What follows belongs to an exercise in optimizing a design on an open flow for small area; a production flow would make more cautious choices.
Where RTL was checked, it was by simulation tests only, not by an equivalence proof against the original.
No activity file was given, so power comes from the tool's default toggle rates.

Design i2c_Slave, start of the top module:
module i2c_Slave (
    input scl,
    input clk,
    input rst,
    input sda_i,
    output sda_oe,
    output reg busy,
    output reg ack_err,
    output reg done
);
Size in the first run: ~1,700 cells after synthesis, roughly 1,100 flip-flops, about 8 I/O pins.
==> module i2c_Slave, before the edit <==
module i2c_Slave (
    input scl,
    input clk,
    input rst,
    input sda_i,
    output sda_oe,
    output reg busy,
    output reg ack_err,
    output reg done
);
    reg [1023:0] m;       
    reg [3:0] c;          
    reg fl;               
    reg pw;               
    reg [6:0] a7;         
    reg rw;               
    reg [7:0] cap;        
    reg [6:0] addr;
    reg [7:0] din;
    reg sda_t;
    reg sda_en;
    reg [3:0] bitcnt;
    reg [3:0] state;
    localparam IDLE = 0, READ_ADDR = 1, SEND_ACK1 = 2, SEND_DATA = 3,
               MASTER_ACK = 4, READ_DATA = 5, SEND_ACK2 = 6,
               WAIT_P = 7, DETECT_STOP = 8;
    wire hit = pw && (addr[3:0] == ~c);
    integer r, p;
    always @(posedge clk) begin
        for (r = 0; r < 8; r = r + 1) begin
            for (p = 15; p > 0; p = p - 1)
                m[(r*16+p)*8 +: 8] <= m[(r*16+p-1)*8 +: 8];
            if (fl)
                m[(r*16)*8 +: 8] <= {1'b0, r[2:0], ~c};
            else if (hit && addr[6:4] == r)
                m[(r*16)*8 +: 8] <= din;
            else
                m[(r*16)*8 +: 8] <= m[(r*16+15)*8 +: 8];
        end
    end
    always @(posedge clk) begin
        if (rst) begin
            c <= 0;
            fl <= 1;
        end else begin
            c <= c + 1;
            if (c == 15)
                fl <= 0;
        end
    end
    wire [3:0] rpos = a7[3:0] + c;
    wire [2:0] rr = a7[6:4];
    reg [7:0] nxt;
    always @(*) begin
        nxt = cap;
        if (rpos[1:0] == 0) nxt[7] = m[({rr, rpos[3:2], 2'b00}) * 8 + 7];
        if (rpos == 0 || rpos == 6 || rpos == 11) nxt[6] = m[({rr, rpos}) * 8 + 6];
        if (rpos[2:0] == 0) begin
            nxt[5] = m[({rr, rpos[3], 3'b000}) * 8 + 5];
            nxt[4] = m[({rr, rpos[3], 3'b000}) * 8 + 4];
            nxt[3] = m[({rr, rpos[3], 3'b000}) * 8 + 3];
            nxt[2] = m[({rr, rpos[3], 3'b000}) * 8 + 2];
        end
        if (rpos == 0) begin
            nxt[1] = m[({rr, 4'b0000}) * 8 + 1];
            nxt[0] = m[({rr, 4'b0000}) * 8 + 0];
        end
    end
    always @(posedge clk)
        cap <= nxt;
    reg sda_prev;
    reg scl_prev;
    always @(posedge clk) begin
        if (rst) begin
            sda_prev <= 1;
            scl_prev <= 1;
        end else begin
            sda_prev <= sda_i;
            scl_prev <= scl;
        end
    end
    wire start_condition = (sda_prev == 1 && sda_i == 0 && scl_prev && scl);
    wire stop_condition  = (sda_prev == 0 && sda_i == 1 && scl_prev && scl);
    wire scl_rise = !scl_prev && scl;
    wire scl_fall = scl_prev && !scl;
    always @(posedge clk) begin
        if (rst) begin
            bitcnt <= 0;
            state <= IDLE;
            a7 <= 0;
            rw <= 0;
            sda_en <= 0;
            sda_t <= 0;
            addr <= 0;
            pw <= 0;
            din <= 0;
            ack_err <= 0;
            done <= 0;
            busy <= 0;
        end else begin
            done <= 0;
            if (hit)
                pw <= 0;
            if (start_condition) begin
                busy <= 1;
                state <= READ_ADDR;
                bitcnt <= 0;
                sda_en <= 0;
            end else if (stop_condition && state != IDLE) begin
                busy <= 0;
                done <= (state == DETECT_STOP);
                sda_en <= 0;
                state <= IDLE;
            end else begin
                case (state)
                    IDLE: begin
                        sda_en <= 0;
                    end
                    READ_ADDR: begin
                        if (bitcnt < 8) begin
                            if (scl_rise) begin
                                if (bitcnt[2:0] == 7)
                                    rw <= sda_i;
                                else
                                    a7 <= {a7[5:0], sda_i};
                                bitcnt <= bitcnt + 1;
                            end
                        end else if (scl_fall) begin
                            addr <= a7;
                            state <= SEND_ACK1;
                            sda_en <= 1;
                            sda_t <= 0;
                            bitcnt <= 0;
                        end
                    end
                    SEND_ACK1: begin
                        if (scl_fall) begin
                            if (rw) begin
                                sda_en <= 1;
                                sda_t <= nxt[7];
                                state <= SEND_DATA;
                            end else begin
                                sda_en <= 0;
                                state <= READ_DATA;
                            end
                        end
                    end
                    READ_DATA: begin
                        if (bitcnt < 8) begin
                            if (scl_rise) begin
                                din <= {din[6:0], sda_i};
                                bitcnt <= bitcnt + 1;
                            end
                        end else if (scl_fall) begin
                            pw <= 1;
                            state <= SEND_ACK2;
                            bitcnt <= 0;
                            sda_en <= 1;
                            sda_t <= 0;
                        end
                    end
                    SEND_ACK2: begin
                        if (scl_fall) begin
                            sda_en <= 0;
                            state <= DETECT_STOP;
                        end
                    end
                    SEND_DATA: begin
                        if (scl_fall) begin
                            if (bitcnt == 7) begin
                                bitcnt <= 0;
                                sda_en <= 0;
                                state <= MASTER_ACK;
                            end else begin
                                sda_t <= nxt[6 - bitcnt];
                                bitcnt <= bitcnt + 1;
                            end
                        end
                    end
                    MASTER_ACK: begin
                        if (scl_rise) begin
                            ack_err <= (sda_i == 0) ? 1 : 0;
                            state <= DETECT_STOP;
                        end
                    end
                    DETECT_STOP: begin
                    end
                    default: state <= IDLE;
                endcase
            end
        end
    end
    assign sda_oe = sda_en && sda_t == 0;
endmodule
clock: 10.0 ns
lec_check: 0
cap_margin: 20
core_margin: 2
core_utilization: 40
slew_margin: 20
run.sh (not shown) runs the stock make flow with config.mk's settings and CLKGATE_MAP_FILE= SYNTH_SCRIPT=/design/flow/synth_recipe.tcl, a recipe that flattens the netlist after the stock synthesis.
Next try:
--- a/flow/design.v
+++ b/flow/design.v
@@ -13,7 +13,5 @@
     reg fl;               
     reg pw;               
-    reg [6:0] a7;         
-    reg rw;               
-    reg [7:0] cap;        
+    reg [7:0] r_addr;
     reg [6:0] addr;
     reg [7:0] din;
@@ -49,24 +47,6 @@
         end
     end
-    wire [3:0] rpos = a7[3:0] + c;
-    wire [2:0] rr = a7[6:4];
-    reg [7:0] nxt;
-    always @(*) begin
-        nxt = cap;
-        if (rpos[1:0] == 0) nxt[7] = m[({rr, rpos[3:2], 2'b00}) * 8 + 7];
-        if (rpos == 0 || rpos == 6 || rpos == 11) nxt[6] = m[({rr, rpos}) * 8 + 6];
-        if (rpos[2:0] == 0) begin
-            nxt[5] = m[({rr, rpos[3], 3'b000}) * 8 + 5];
-            nxt[4] = m[({rr, rpos[3], 3'b000}) * 8 + 4];
-            nxt[3] = m[({rr, rpos[3], 3'b000}) * 8 + 3];
-            nxt[2] = m[({rr, rpos[3], 3'b000}) * 8 + 2];
-        end
-        if (rpos == 0) begin
-            nxt[1] = m[({rr, 4'b0000}) * 8 + 1];
-            nxt[0] = m[({rr, 4'b0000}) * 8 + 0];
-        end
-    end
-    always @(posedge clk)
-        cap <= nxt;
+    wire [3:0] rpos = addr[3:0] + c;
+    wire [7:0] rbyte = m[{addr[6:4], rpos} * 8 +: 8];
     reg sda_prev;
     reg scl_prev;
@@ -88,6 +68,5 @@
             bitcnt <= 0;
             state <= IDLE;
-            a7 <= 0;
-            rw <= 0;
+            r_addr <= 0;
             sda_en <= 0;
             sda_t <= 0;
@@ -120,12 +99,9 @@
                         if (bitcnt < 8) begin
                             if (scl_rise) begin
-                                if (bitcnt[2:0] == 7)
-                                    rw <= sda_i;
-                                else
-                                    a7 <= {a7[5:0], sda_i};
+                                r_addr <= {r_addr[6:0], sda_i};
                                 bitcnt <= bitcnt + 1;
                             end
                         end else if (scl_fall) begin
-                            addr <= a7;
+                            addr <= r_addr[7:1];
                             state <= SEND_ACK1;
                             sda_en <= 1;
@@ -136,7 +112,7 @@
                     SEND_ACK1: begin
                         if (scl_fall) begin
-                            if (rw) begin
+                            if (r_addr[0]) begin
                                 sda_en <= 1;
-                                sda_t <= nxt[7];
+                                sda_t <= rbyte[7];
                                 state <= SEND_DATA;
                             end else begin
@@ -173,5 +149,5 @@
                                 state <= MASTER_ACK;
                             end else begin
-                                sda_t <= nxt[6 - bitcnt];
+                                sda_t <= rbyte[6 - bitcnt];
                                 bitcnt <= bitcnt + 1;
                             end
Outcome:
- The changed run went through all stages and came out clean
- routed wire length climbs by well over a third
- utilization fell by 1.5 points
- count of clock-buffer cells in the layout rises by 27
- hold slack improved by 0.025 ns
- clock power is about the same
- setup slack loses 0.98 ns
- cell area climbs by about a fifth
- first-iteration DRC count goes up by well over a third
- die area is higher by about a fifth
- sequential cell count decreases by 8
- critical path depth went down by 2
- non-clock buffer count came out higher by 19
For the second run of this note, only the layout was checked, not whether the RTL still works.

==> port drivers added, routing unchanged <==
How much do the figures lean on ideal ports? The routed layouts below were timed once more, with nothing changed but the port constraints. Step 1 sets driving cells, clkbuf_16 on the clock port and buf_2 on the other inputs (assumed; they add their load-dependent delay and slew). Step 2 moves the port delays by t, midway between the first and last clock arrival at a register: inputs arrive t later, outputs are due t later. That takes back most of the time a late clock gives input paths. Slacks: no drivers / after step 1 / after step 2; pairs: no drivers / after step 1.
run | shift t [ns] | slack for setup (ns) | worst setup path at the end
the first run | 0.692 | 6.096 / 6.096 / 5.836 | input to register
the second run | 0.728 | 5.114 / 5.114 / 5.114 | register to register
After both steps every run listed still meets setup and hold. The setup slack of the first run, which loses most, moves by 0.000 ns with the drivers and by -0.260 ns with both steps.
